Context: an optimization exercise on an open-source flow, tuned for small area and a short achievable clock period. The choices shown serve that exercise and are no tape-out recipe. The clock port is modelled as an ideal driver; clocking choices that lean on that would not hold on a real chip. No activity file was given, so power comes from the tool's default toggle rates.

==> inputs of job 7338 <==
## basic_pe_array_ws
module basic_pe_array_ws (clk, reset, a_vec, b_vec, c_vec);
==> flow/config.mk <==
export PLATFORM = sky130hd
export DESIGN_NAME = basic_pe_array_ws
export DESIGN_NICKNAME = basic_pe_array_ws
export VERILOG_FILES = /design/flow/design.v
export SDC_FILE = /design/flow/constraint.sdc
export NUM_CORES = 4
export LEC_CHECK = 0
export CAP_MARGIN = 20
export CORE_MARGIN = 2
export CORE_UTILIZATION = 60
export SETUP_SLACK_MARGIN = 4.5
export SLEW_MARGIN = 20
export SYNTH_HIERARCHICAL = 1
export SYNTH_MINIMUM_KEEP_SIZE = 0
==> flow/constraint.sdc <==
create_clock -name core_clock -period 9.0 [get_ports {clk}]
set_input_delay 1.8000 -clock core_clock [delete_from_list [all_inputs] [get_ports {clk}]]
set_output_delay 1.8000 -clock core_clock [all_outputs]
set_load 0.01 [all_outputs]
standard.sh (not shown) runs the stock make flow with config.mk's settings and CLKGATE_MAP_FILE= SYNTH_SCRIPT=/design/flow/synth_recipe.tcl, a recipe that flattens the netlist after the stock synthesis.
==> flow/flow/run.sh <==
#!/bin/bash
set -euo pipefail
export REMOVE_ABC_BUFFERS=1
export BUFFER_PORTS_ARGS="-buffer_cell sky130_fd_sc_hd__buf_1"
bash standard.sh > flow.log 2>&1
==> job 9192 (differences from job 7338) <==
--- a/flow/design.v
+++ b/flow/design.v
@@ -197,81 +197,13 @@
   wire w121, w122;
   fa_ws f123 (.a(w59), .b(w88), .ci(w86), .s(w121), .co(w122));
   wire w124, w125;
   fa_ws f126 (.a(pp6_7), .b(pp7_6), .ci(w89), .s(w124), .co(w125));
   wire [16:0] n0 = {1'b1, 1'b1, pp7_7, w124, w121, w116, w113, w110, w107, w104, w101, w98, w95, w92, pp2_0, pp0_1, pp0_0};
   wire [16:0] n1 = {1'b1, 1'b1, w125, w122, w119, w118, w115, w112, w109, w106, w103, w100, w97, w94, w91, pp1_0, 1'b1};
-  wire [16:0] sumn_g = n0 & n1;
-  wire [16:0] sumn_p = n0 ^ n1;
-  wire sumn_G1 = sumn_g[0] | (sumn_p[0] & 1'b1);
-  wire sumn_P1 = sumn_p[0] & 1'b0;
-  wire sumn_G2 = sumn_g[2] | (sumn_p[2] & sumn_g[1]);
-  wire sumn_P2 = sumn_p[2] & sumn_p[1];
-  wire sumn_G3 = sumn_g[4] | (sumn_p[4] & sumn_g[3]);
-  wire sumn_P3 = sumn_p[4] & sumn_p[3];
-  wire sumn_G4 = sumn_g[6] | (sumn_p[6] & sumn_g[5]);
-  wire sumn_P4 = sumn_p[6] & sumn_p[5];
-  wire sumn_G5 = sumn_g[8] | (sumn_p[8] & sumn_g[7]);
-  wire sumn_P5 = sumn_p[8] & sumn_p[7];
-  wire sumn_G6 = sumn_g[10] | (sumn_p[10] & sumn_g[9]);
-  wire sumn_P6 = sumn_p[10] & sumn_p[9];
-  wire sumn_G7 = sumn_g[12] | (sumn_p[12] & sumn_g[11]);
-  wire sumn_P7 = sumn_p[12] & sumn_p[11];
-  wire sumn_G8 = sumn_g[14] | (sumn_p[14] & sumn_g[13]);
-  wire sumn_P8 = sumn_p[14] & sumn_p[13];
-  wire sumn_G9 = sumn_g[1] | (sumn_p[1] & sumn_G1);
-  wire sumn_P9 = sumn_p[1] & sumn_P1;
-  wire sumn_G10 = sumn_G2 | (sumn_P2 & sumn_G1);
-  wire sumn_P10 = sumn_P2 & sumn_P1;
-  wire sumn_G11 = sumn_g[5] | (sumn_p[5] & sumn_G3);
-  wire sumn_P11 = sumn_p[5] & sumn_P3;
-  wire sumn_G12 = sumn_G4 | (sumn_P4 & sumn_G3);
-  wire sumn_P12 = sumn_P4 & sumn_P3;
-  wire sumn_G13 = sumn_g[9] | (sumn_p[9] & sumn_G5);
-  wire sumn_P13 = sumn_p[9] & sumn_P5;
-  wire sumn_G14 = sumn_G6 | (sumn_P6 & sumn_G5);
-  wire sumn_P14 = sumn_P6 & sumn_P5;
-  wire sumn_G15 = sumn_g[13] | (sumn_p[13] & sumn_G7);
-  wire sumn_P15 = sumn_p[13] & sumn_P7;
-  wire sumn_G16 = sumn_G8 | (sumn_P8 & sumn_G7);
-  wire sumn_P16 = sumn_P8 & sumn_P7;
-  wire sumn_G17 = sumn_g[3] | (sumn_p[3] & sumn_G10);
-  wire sumn_P17 = sumn_p[3] & sumn_P10;
-  wire sumn_G18 = sumn_G3 | (sumn_P3 & sumn_G10);
-  wire sumn_P18 = sumn_P3 & sumn_P10;
-  wire sumn_G19 = sumn_G11 | (sumn_P11 & sumn_G10);
-  wire sumn_P19 = sumn_P11 & sumn_P10;
-  wire sumn_G20 = sumn_G12 | (sumn_P12 & sumn_G10);
-  wire sumn_P20 = sumn_P12 & sumn_P10;
-  wire sumn_G21 = sumn_g[11] | (sumn_p[11] & sumn_G14);
-  wire sumn_P21 = sumn_p[11] & sumn_P14;
-  wire sumn_G22 = sumn_G7 | (sumn_P7 & sumn_G14);
-  wire sumn_P22 = sumn_P7 & sumn_P14;
-  wire sumn_G23 = sumn_G15 | (sumn_P15 & sumn_G14);
-  wire sumn_P23 = sumn_P15 & sumn_P14;
-  wire sumn_G24 = sumn_G16 | (sumn_P16 & sumn_G14);
-  wire sumn_P24 = sumn_P16 & sumn_P14;
-  wire sumn_G25 = sumn_g[7] | (sumn_p[7] & sumn_G20);
-  wire sumn_P25 = sumn_p[7] & sumn_P20;
-  wire sumn_G26 = sumn_G5 | (sumn_P5 & sumn_G20);
-  wire sumn_P26 = sumn_P5 & sumn_P20;
-  wire sumn_G27 = sumn_G13 | (sumn_P13 & sumn_G20);
-  wire sumn_P27 = sumn_P13 & sumn_P20;
-  wire sumn_G28 = sumn_G14 | (sumn_P14 & sumn_G20);
-  wire sumn_P28 = sumn_P14 & sumn_P20;
-  wire sumn_G29 = sumn_G21 | (sumn_P21 & sumn_G20);
-  wire sumn_P29 = sumn_P21 & sumn_P20;
-  wire sumn_G30 = sumn_G22 | (sumn_P22 & sumn_G20);
-  wire sumn_P30 = sumn_P22 & sumn_P20;
-  wire sumn_G31 = sumn_G23 | (sumn_P23 & sumn_G20);
-  wire sumn_P31 = sumn_P23 & sumn_P20;
-  wire sumn_G32 = sumn_G24 | (sumn_P24 & sumn_G20);
-  wire sumn_P32 = sumn_P24 & sumn_P20;
-  wire sumn_G33 = sumn_g[15] | (sumn_p[15] & sumn_G32);
-  wire sumn_P33 = sumn_p[15] & sumn_P32;
-  wire [16:0] sumn = {sumn_p[16] ^ sumn_G33, sumn_p[15] ^ sumn_G32, sumn_p[14] ^ sumn_G31, sumn_p[13] ^ sumn_G30, sumn_p[12] ^ sumn_G29, sumn_p[11] ^ sumn_G28, sumn_p[10] ^ sumn_G27, sumn_p[9] ^ sumn_G26, sumn_p[8] ^ sumn_G25, sumn_p[7] ^ sumn_G20, sumn_p[6] ^ sumn_G19, sumn_p[5] ^ sumn_G18, sumn_p[4] ^ sumn_G17, sumn_p[3] ^ sumn_G10, sumn_p[2] ^ sumn_G9, sumn_p[1] ^ sumn_G1, sumn_p[0] ^ 1'b1};
+  wire [16:0] sumn = n0 + n1 + 1'b1;
   wire [16:0] sum = ~sumn;
   reg [16:0] cr;
   always @(posedge clk) begin
     if (reset) cr <= 0;
     else cr <= sum;
   end
@@ -466,81 +398,13 @@
   wire w163, w164;
   fa_ws f165 (.a(w89), .b(w124), .ci(w122), .s(w163), .co(w164));
   wire w166, w167;
   fa_ws f168 (.a(sn[14]), .b(pp7_7), .ci(w125), .s(w166), .co(w167));
   wire [16:0] n0 = {sn[16], sn[15], w166, w163, w158, w155, w152, w149, w146, w143, w140, w137, w134, w131, w128, pp1_0, sn[0]};
   wire [16:0] n1 = {1'b1, w167, w164, w161, w160, w157, w154, w151, w148, w145, w142, w139, w136, w133, w130, w127, pp0_0};
-  wire [16:0] sumn_g = n0 & n1;
-  wire [16:0] sumn_p = n0 ^ n1;
-  wire sumn_G1 = sumn_g[0] | (sumn_p[0] & 1'b1);
-  wire sumn_P1 = sumn_p[0] & 1'b0;
-  wire sumn_G2 = sumn_g[2] | (sumn_p[2] & sumn_g[1]);
-  wire sumn_P2 = sumn_p[2] & sumn_p[1];
-  wire sumn_G3 = sumn_g[4] | (sumn_p[4] & sumn_g[3]);
-  wire sumn_P3 = sumn_p[4] & sumn_p[3];
-  wire sumn_G4 = sumn_g[6] | (sumn_p[6] & sumn_g[5]);
-  wire sumn_P4 = sumn_p[6] & sumn_p[5];
-  wire sumn_G5 = sumn_g[8] | (sumn_p[8] & sumn_g[7]);
-  wire sumn_P5 = sumn_p[8] & sumn_p[7];
-  wire sumn_G6 = sumn_g[10] | (sumn_p[10] & sumn_g[9]);
-  wire sumn_P6 = sumn_p[10] & sumn_p[9];
-  wire sumn_G7 = sumn_g[12] | (sumn_p[12] & sumn_g[11]);
-  wire sumn_P7 = sumn_p[12] & sumn_p[11];
-  wire sumn_G8 = sumn_g[14] | (sumn_p[14] & sumn_g[13]);
-  wire sumn_P8 = sumn_p[14] & sumn_p[13];
-  wire sumn_G9 = sumn_g[1] | (sumn_p[1] & sumn_G1);
-  wire sumn_P9 = sumn_p[1] & sumn_P1;
-  wire sumn_G10 = sumn_G2 | (sumn_P2 & sumn_G1);
-  wire sumn_P10 = sumn_P2 & sumn_P1;
-  wire sumn_G11 = sumn_g[5] | (sumn_p[5] & sumn_G3);
-  wire sumn_P11 = sumn_p[5] & sumn_P3;
-  wire sumn_G12 = sumn_G4 | (sumn_P4 & sumn_G3);
-  wire sumn_P12 = sumn_P4 & sumn_P3;
-  wire sumn_G13 = sumn_g[9] | (sumn_p[9] & sumn_G5);
-  wire sumn_P13 = sumn_p[9] & sumn_P5;
-  wire sumn_G14 = sumn_G6 | (sumn_P6 & sumn_G5);
-  wire sumn_P14 = sumn_P6 & sumn_P5;
-  wire sumn_G15 = sumn_g[13] | (sumn_p[13] & sumn_G7);
-  wire sumn_P15 = sumn_p[13] & sumn_P7;
-  wire sumn_G16 = sumn_G8 | (sumn_P8 & sumn_G7);
-  wire sumn_P16 = sumn_P8 & sumn_P7;
-  wire sumn_G17 = sumn_g[3] | (sumn_p[3] & sumn_G10);
-  wire sumn_P17 = sumn_p[3] & sumn_P10;
-  wire sumn_G18 = sumn_G3 | (sumn_P3 & sumn_G10);
-  wire sumn_P18 = sumn_P3 & sumn_P10;
-  wire sumn_G19 = sumn_G11 | (sumn_P11 & sumn_G10);
-  wire sumn_P19 = sumn_P11 & sumn_P10;
-  wire sumn_G20 = sumn_G12 | (sumn_P12 & sumn_G10);
-  wire sumn_P20 = sumn_P12 & sumn_P10;
-  wire sumn_G21 = sumn_g[11] | (sumn_p[11] & sumn_G14);
-  wire sumn_P21 = sumn_p[11] & sumn_P14;
-  wire sumn_G22 = sumn_G7 | (sumn_P7 & sumn_G14);
-  wire sumn_P22 = sumn_P7 & sumn_P14;
-  wire sumn_G23 = sumn_G15 | (sumn_P15 & sumn_G14);
-  wire sumn_P23 = sumn_P15 & sumn_P14;
-  wire sumn_G24 = sumn_G16 | (sumn_P16 & sumn_G14);
-  wire sumn_P24 = sumn_P16 & sumn_P14;
-  wire sumn_G25 = sumn_g[7] | (sumn_p[7] & sumn_G20);
-  wire sumn_P25 = sumn_p[7] & sumn_P20;
-  wire sumn_G26 = sumn_G5 | (sumn_P5 & sumn_G20);
-  wire sumn_P26 = sumn_P5 & sumn_P20;
-  wire sumn_G27 = sumn_G13 | (sumn_P13 & sumn_G20);
-  wire sumn_P27 = sumn_P13 & sumn_P20;
-  wire sumn_G28 = sumn_G14 | (sumn_P14 & sumn_G20);
-  wire sumn_P28 = sumn_P14 & sumn_P20;
-  wire sumn_G29 = sumn_G21 | (sumn_P21 & sumn_G20);
-  wire sumn_P29 = sumn_P21 & sumn_P20;
-  wire sumn_G30 = sumn_G22 | (sumn_P22 & sumn_G20);
-  wire sumn_P30 = sumn_P22 & sumn_P20;
-  wire sumn_G31 = sumn_G23 | (sumn_P23 & sumn_G20);
-  wire sumn_P31 = sumn_P23 & sumn_P20;
-  wire sumn_G32 = sumn_G24 | (sumn_P24 & sumn_G20);
-  wire sumn_P32 = sumn_P24 & sumn_P20;
-  wire sumn_G33 = sumn_g[15] | (sumn_p[15] & sumn_G32);
-  wire sumn_P33 = sumn_p[15] & sumn_P32;
-  wire [16:0] sumn = {sumn_p[16] ^ sumn_G33, sumn_p[15] ^ sumn_G32, sumn_p[14] ^ sumn_G31, sumn_p[13] ^ sumn_G30, sumn_p[12] ^ sumn_G29, sumn_p[11] ^ sumn_G28, sumn_p[10] ^ sumn_G27, sumn_p[9] ^ sumn_G26, sumn_p[8] ^ sumn_G25, sumn_p[7] ^ sumn_G20, sumn_p[6] ^ sumn_G19, sumn_p[5] ^ sumn_G18, sumn_p[4] ^ sumn_G17, sumn_p[3] ^ sumn_G10, sumn_p[2] ^ sumn_G9, sumn_p[1] ^ sumn_G1, sumn_p[0] ^ 1'b1};
+  wire [16:0] sumn = n0 + n1 + 1'b1;
   wire [16:0] sum = ~sumn;
   reg [16:0] cr;
   always @(posedge clk) begin
     if (reset) cr <= 0;
     else cr <= sum;
   end
@@ -706,81 +570,13 @@
   wire w121, w122;
   fa_ws f123 (.a(w59), .b(w88), .ci(w86), .s(w121), .co(w122));
   wire w124, w125;
   fa_ws f126 (.a(pp6_7), .b(pp7_6), .ci(w89), .s(w124), .co(w125));
   wire [16:0] n0 = {1'b1, 1'b1, pp7_7, w124, w121, w116, w113, w110, w107, w104, w101, w98, w95, w92, pp2_0, pp0_1, pp0_0};
   wire [16:0] n1 = {1'b1, 1'b1, w125, w122, w119, w118, w115, w112, w109, w106, w103, w100, w97, w94, w91, pp1_0, 1'b1};
-  wire [16:0] sumn_g = n0 & n1;
-  wire [16:0] sumn_p = n0 ^ n1;
-  wire sumn_G1 = sumn_g[0] | (sumn_p[0] & 1'b1);
-  wire sumn_P1 = sumn_p[0] & 1'b0;
-  wire sumn_G2 = sumn_g[2] | (sumn_p[2] & sumn_g[1]);
-  wire sumn_P2 = sumn_p[2] & sumn_p[1];
-  wire sumn_G3 = sumn_g[4] | (sumn_p[4] & sumn_g[3]);
-  wire sumn_P3 = sumn_p[4] & sumn_p[3];
-  wire sumn_G4 = sumn_g[6] | (sumn_p[6] & sumn_g[5]);
-  wire sumn_P4 = sumn_p[6] & sumn_p[5];
-  wire sumn_G5 = sumn_g[8] | (sumn_p[8] & sumn_g[7]);
-  wire sumn_P5 = sumn_p[8] & sumn_p[7];
-  wire sumn_G6 = sumn_g[10] | (sumn_p[10] & sumn_g[9]);
-  wire sumn_P6 = sumn_p[10] & sumn_p[9];
-  wire sumn_G7 = sumn_g[12] | (sumn_p[12] & sumn_g[11]);
-  wire sumn_P7 = sumn_p[12] & sumn_p[11];
-  wire sumn_G8 = sumn_g[14] | (sumn_p[14] & sumn_g[13]);
-  wire sumn_P8 = sumn_p[14] & sumn_p[13];
-  wire sumn_G9 = sumn_g[1] | (sumn_p[1] & sumn_G1);
-  wire sumn_P9 = sumn_p[1] & sumn_P1;
-  wire sumn_G10 = sumn_G2 | (sumn_P2 & sumn_G1);
-  wire sumn_P10 = sumn_P2 & sumn_P1;
-  wire sumn_G11 = sumn_g[5] | (sumn_p[5] & sumn_G3);
-  wire sumn_P11 = sumn_p[5] & sumn_P3;
-  wire sumn_G12 = sumn_G4 | (sumn_P4 & sumn_G3);
-  wire sumn_P12 = sumn_P4 & sumn_P3;
-  wire sumn_G13 = sumn_g[9] | (sumn_p[9] & sumn_G5);
-  wire sumn_P13 = sumn_p[9] & sumn_P5;
-  wire sumn_G14 = sumn_G6 | (sumn_P6 & sumn_G5);
-  wire sumn_P14 = sumn_P6 & sumn_P5;
-  wire sumn_G15 = sumn_g[13] | (sumn_p[13] & sumn_G7);
-  wire sumn_P15 = sumn_p[13] & sumn_P7;
-  wire sumn_G16 = sumn_G8 | (sumn_P8 & sumn_G7);
-  wire sumn_P16 = sumn_P8 & sumn_P7;
-  wire sumn_G17 = sumn_g[3] | (sumn_p[3] & sumn_G10);
-  wire sumn_P17 = sumn_p[3] & sumn_P10;
-  wire sumn_G18 = sumn_G3 | (sumn_P3 & sumn_G10);
-  wire sumn_P18 = sumn_P3 & sumn_P10;
-  wire sumn_G19 = sumn_G11 | (sumn_P11 & sumn_G10);
-  wire sumn_P19 = sumn_P11 & sumn_P10;
-  wire sumn_G20 = sumn_G12 | (sumn_P12 & sumn_G10);
-  wire sumn_P20 = sumn_P12 & sumn_P10;
-  wire sumn_G21 = sumn_g[11] | (sumn_p[11] & sumn_G14);
-  wire sumn_P21 = sumn_p[11] & sumn_P14;
-  wire sumn_G22 = sumn_G7 | (sumn_P7 & sumn_G14);
-  wire sumn_P22 = sumn_P7 & sumn_P14;
-  wire sumn_G23 = sumn_G15 | (sumn_P15 & sumn_G14);
-  wire sumn_P23 = sumn_P15 & sumn_P14;
-  wire sumn_G24 = sumn_G16 | (sumn_P16 & sumn_G14);
-  wire sumn_P24 = sumn_P16 & sumn_P14;
-  wire sumn_G25 = sumn_g[7] | (sumn_p[7] & sumn_G20);
-  wire sumn_P25 = sumn_p[7] & sumn_P20;
-  wire sumn_G26 = sumn_G5 | (sumn_P5 & sumn_G20);
-  wire sumn_P26 = sumn_P5 & sumn_P20;
-  wire sumn_G27 = sumn_G13 | (sumn_P13 & sumn_G20);
-  wire sumn_P27 = sumn_P13 & sumn_P20;
-  wire sumn_G28 = sumn_G14 | (sumn_P14 & sumn_G20);
-  wire sumn_P28 = sumn_P14 & sumn_P20;
-  wire sumn_G29 = sumn_G21 | (sumn_P21 & sumn_G20);
-  wire sumn_P29 = sumn_P21 & sumn_P20;
-  wire sumn_G30 = sumn_G22 | (sumn_P22 & sumn_G20);
-  wire sumn_P30 = sumn_P22 & sumn_P20;
-  wire sumn_G31 = sumn_G23 | (sumn_P23 & sumn_G20);
-  wire sumn_P31 = sumn_P23 & sumn_P20;
-  wire sumn_G32 = sumn_G24 | (sumn_P24 & sumn_G20);
-  wire sumn_P32 = sumn_P24 & sumn_P20;
-  wire sumn_G33 = sumn_g[15] | (sumn_p[15] & sumn_G32);
-  wire sumn_P33 = sumn_p[15] & sumn_P32;
-  wire [16:0] sumn = {sumn_p[16] ^ sumn_G33, sumn_p[15] ^ sumn_G32, sumn_p[14] ^ sumn_G31, sumn_p[13] ^ sumn_G30, sumn_p[12] ^ sumn_G29, sumn_p[11] ^ sumn_G28, sumn_p[10] ^ sumn_G27, sumn_p[9] ^ sumn_G26, sumn_p[8] ^ sumn_G25, sumn_p[7] ^ sumn_G20, sumn_p[6] ^ sumn_G19, sumn_p[5] ^ sumn_G18, sumn_p[4] ^ sumn_G17, sumn_p[3] ^ sumn_G10, sumn_p[2] ^ sumn_G9, sumn_p[1] ^ sumn_G1, sumn_p[0] ^ 1'b1};
+  wire [16:0] sumn = n0 + n1 + 1'b1;
   wire [16:0] sum = ~sumn;
   reg [16:0] cr;
   always @(posedge clk) begin
     if (reset) cr <= 0;
     else cr <= sum;
   end
@@ -975,81 +771,13 @@
   wire w163, w164;
   fa_ws f165 (.a(w89), .b(w124), .ci(w122), .s(w163), .co(w164));
   wire w166, w167;
   fa_ws f168 (.a(sn[14]), .b(pp7_7), .ci(w125), .s(w166), .co(w167));
   wire [16:0] n0 = {sn[16], sn[15], w166, w163, w158, w155, w152, w149, w146, w143, w140, w137, w134, w131, w128, pp1_0, sn[0]};
   wire [16:0] n1 = {1'b1, w167, w164, w161, w160, w157, w154, w151, w148, w145, w142, w139, w136, w133, w130, w127, pp0_0};
-  wire [16:0] sumn_g = n0 & n1;
-  wire [16:0] sumn_p = n0 ^ n1;
-  wire sumn_G1 = sumn_g[0] | (sumn_p[0] & 1'b1);
-  wire sumn_P1 = sumn_p[0] & 1'b0;
-  wire sumn_G2 = sumn_g[2] | (sumn_p[2] & sumn_g[1]);
-  wire sumn_P2 = sumn_p[2] & sumn_p[1];
-  wire sumn_G3 = sumn_g[4] | (sumn_p[4] & sumn_g[3]);
-  wire sumn_P3 = sumn_p[4] & sumn_p[3];
-  wire sumn_G4 = sumn_g[6] | (sumn_p[6] & sumn_g[5]);
-  wire sumn_P4 = sumn_p[6] & sumn_p[5];
-  wire sumn_G5 = sumn_g[8] | (sumn_p[8] & sumn_g[7]);
-  wire sumn_P5 = sumn_p[8] & sumn_p[7];
-  wire sumn_G6 = sumn_g[10] | (sumn_p[10] & sumn_g[9]);
-  wire sumn_P6 = sumn_p[10] & sumn_p[9];
-  wire sumn_G7 = sumn_g[12] | (sumn_p[12] & sumn_g[11]);
-  wire sumn_P7 = sumn_p[12] & sumn_p[11];
-  wire sumn_G8 = sumn_g[14] | (sumn_p[14] & sumn_g[13]);
-  wire sumn_P8 = sumn_p[14] & sumn_p[13];
-  wire sumn_G9 = sumn_g[1] | (sumn_p[1] & sumn_G1);
-  wire sumn_P9 = sumn_p[1] & sumn_P1;
-  wire sumn_G10 = sumn_G2 | (sumn_P2 & sumn_G1);
-  wire sumn_P10 = sumn_P2 & sumn_P1;
-  wire sumn_G11 = sumn_g[5] | (sumn_p[5] & sumn_G3);
-  wire sumn_P11 = sumn_p[5] & sumn_P3;
-  wire sumn_G12 = sumn_G4 | (sumn_P4 & sumn_G3);
-  wire sumn_P12 = sumn_P4 & sumn_P3;
-  wire sumn_G13 = sumn_g[9] | (sumn_p[9] & sumn_G5);
-  wire sumn_P13 = sumn_p[9] & sumn_P5;
-  wire sumn_G14 = sumn_G6 | (sumn_P6 & sumn_G5);
-  wire sumn_P14 = sumn_P6 & sumn_P5;
-  wire sumn_G15 = sumn_g[13] | (sumn_p[13] & sumn_G7);
-  wire sumn_P15 = sumn_p[13] & sumn_P7;
-  wire sumn_G16 = sumn_G8 | (sumn_P8 & sumn_G7);
-  wire sumn_P16 = sumn_P8 & sumn_P7;
-  wire sumn_G17 = sumn_g[3] | (sumn_p[3] & sumn_G10);
-  wire sumn_P17 = sumn_p[3] & sumn_P10;
-  wire sumn_G18 = sumn_G3 | (sumn_P3 & sumn_G10);
-  wire sumn_P18 = sumn_P3 & sumn_P10;
-  wire sumn_G19 = sumn_G11 | (sumn_P11 & sumn_G10);
-  wire sumn_P19 = sumn_P11 & sumn_P10;
-  wire sumn_G20 = sumn_G12 | (sumn_P12 & sumn_G10);
-  wire sumn_P20 = sumn_P12 & sumn_P10;
-  wire sumn_G21 = sumn_g[11] | (sumn_p[11] & sumn_G14);
-  wire sumn_P21 = sumn_p[11] & sumn_P14;
-  wire sumn_G22 = sumn_G7 | (sumn_P7 & sumn_G14);
-  wire sumn_P22 = sumn_P7 & sumn_P14;
-  wire sumn_G23 = sumn_G15 | (sumn_P15 & sumn_G14);
-  wire sumn_P23 = sumn_P15 & sumn_P14;
-  wire sumn_G24 = sumn_G16 | (sumn_P16 & sumn_G14);
-  wire sumn_P24 = sumn_P16 & sumn_P14;
-  wire sumn_G25 = sumn_g[7] | (sumn_p[7] & sumn_G20);
-  wire sumn_P25 = sumn_p[7] & sumn_P20;
-  wire sumn_G26 = sumn_G5 | (sumn_P5 & sumn_G20);
-  wire sumn_P26 = sumn_P5 & sumn_P20;
-  wire sumn_G27 = sumn_G13 | (sumn_P13 & sumn_G20);
-  wire sumn_P27 = sumn_P13 & sumn_P20;
-  wire sumn_G28 = sumn_G14 | (sumn_P14 & sumn_G20);
-  wire sumn_P28 = sumn_P14 & sumn_P20;
-  wire sumn_G29 = sumn_G21 | (sumn_P21 & sumn_G20);
-  wire sumn_P29 = sumn_P21 & sumn_P20;
-  wire sumn_G30 = sumn_G22 | (sumn_P22 & sumn_G20);
-  wire sumn_P30 = sumn_P22 & sumn_P20;
-  wire sumn_G31 = sumn_G23 | (sumn_P23 & sumn_G20);
-  wire sumn_P31 = sumn_P23 & sumn_P20;
-  wire sumn_G32 = sumn_G24 | (sumn_P24 & sumn_G20);
-  wire sumn_P32 = sumn_P24 & sumn_P20;
-  wire sumn_G33 = sumn_g[15] | (sumn_p[15] & sumn_G32);
-  wire sumn_P33 = sumn_p[15] & sumn_P32;
-  wire [16:0] sumn = {sumn_p[16] ^ sumn_G33, sumn_p[15] ^ sumn_G32, sumn_p[14] ^ sumn_G31, sumn_p[13] ^ sumn_G30, sumn_p[12] ^ sumn_G29, sumn_p[11] ^ sumn_G28, sumn_p[10] ^ sumn_G27, sumn_p[9] ^ sumn_G26, sumn_p[8] ^ sumn_G25, sumn_p[7] ^ sumn_G20, sumn_p[6] ^ sumn_G19, sumn_p[5] ^ sumn_G18, sumn_p[4] ^ sumn_G17, sumn_p[3] ^ sumn_G10, sumn_p[2] ^ sumn_G9, sumn_p[1] ^ sumn_G1, sumn_p[0] ^ 1'b1};
+  wire [16:0] sumn = n0 + n1 + 1'b1;
   wire [16:0] sum = ~sumn;
   reg [16:0] cr;
   always @(posedge clk) begin
     if (reset) cr <= 0;
     else cr <= sum;
   end
==> flow/flow/run.sh (replaced) <==
#!/bin/bash
set -euo pipefail
export REMOVE_ABC_BUFFERS=1
bash standard.sh > flow.log 2>&1
==> summary of the runs <==
Of job 7338 and job 9192, job 7338 has the higher sequential power (gap about 0.8%, measured against job 9192).
Against job 9192, the die area of job 7338 is lower by 5.6%.
Of job 7338 and job 9192, job 7338 has the higher clock skew (gap 0.0022 ns).
Against job 9192, the worst setup slack of job 7338 is lower by 0.53 ns.
Against job 9192, the worst hold slack of job 7338 is worse by 0.029 ns.
Between job 7338 and job 9192, the lower final area is in job 7338 (gap about 7%, measured against job 9192).
Between job 9192 and job 7338, the lower total power is in job 7338 (gap 21%, measured against job 7338).
Of job 7338 and job 9192, job 9192 has the higher routed wire length (gap 8.4%, measured against job 9192).
First-iteration DRC count: job 7338 is smaller than job 9192 (24%).
Global-route usage: job 7338 is lower than job 9192 (0.58 points).
==> figures <==
metric	job 7338	job 9192
Outcome	timing/DRC/antenna clean	timing/DRC/antenna clean
Count of non-CTS buffers in the layout	2319	1941
Pin slew with the least headroom to its limit	1.20 ns	1.11 ns
Switch share	41.4%	43.8%
Starting Density	60.3%	60.3%
Post-Route Utilization	71.3%	72.0%
Hold Path Origin	gr[6].gc[7].genblk2.genblk1.pe.u.cr[16]	gr[0].ah[4][0]
Final non-filler cell area	200000 um^2	214000 um^2
Chip height	534 um	550 um
Power attributed to sequential cells	0.00911 W	0.00904 W
Proportion of cell area occupied by registers	15.3%	14.3%
Fraction of area in multi-input gates	67.7%	69.4%
Proportion of layout cells with a drive suffix above 1	17.3%	16.9%
Antenna diode count	61	112
Post-detailed-placement cell area	175000 um^2	196000 um^2
Delay of the slowest critical-path stage	0.52 ns	0.51 ns
Critical path destination	gr[6].gc[1].genblk2.genblk1.pe.u.cr[15]	gr[7].gc[3].genblk2.genblk1.pe.u.cr[13]
Number of vias per cell after detailed routing	5.50	5.75
Hold Path Depth	3	2
Total number of placement rows	194	200
Register-to-register setup slack	4.11 ns	4.75 ns
Function was not checked in any run of this note: the RTL went through the layout flow alone.

[re-timing with driven ports]
How much do the figures lean on ideal ports? The routed layouts below were timed once more, with nothing changed but the port constraints. Step 1 assumes that a clkbuf_16 drives the clock port and a buf_2 every other input. Step 2 moves the port delays by t, midway between the first and last clock arrival at a register: inputs arrive t later, outputs are due t later. That takes back most of the time a late clock gives input paths. Slacks: ideal / step 1 / step 2; pairs: ideal / step 1.
| run | t (ns) | setup slack, ns | latest minus earliest clock arrival (ns) | slew at the worst register clock pin (ns) | worst slew at a driven data input, ns |
|---|---|---|---|---|---|
| job 7338 | 0.998 | 3.889 / 3.800 / 2.802 | 0.048 / 0.048 | 0.07 / 0.07 | 0.32 |
| job 9192 | 1.008 | 4.418 / 4.253 / 3.244 | 0.076 / 0.077 | 0.07 / 0.07 | 0.36 |
After both steps every run listed still meets setup and hold. The setup slack of job 9192, which loses most, moves by -0.165 ns with the drivers and by -1.174 ns with both steps.
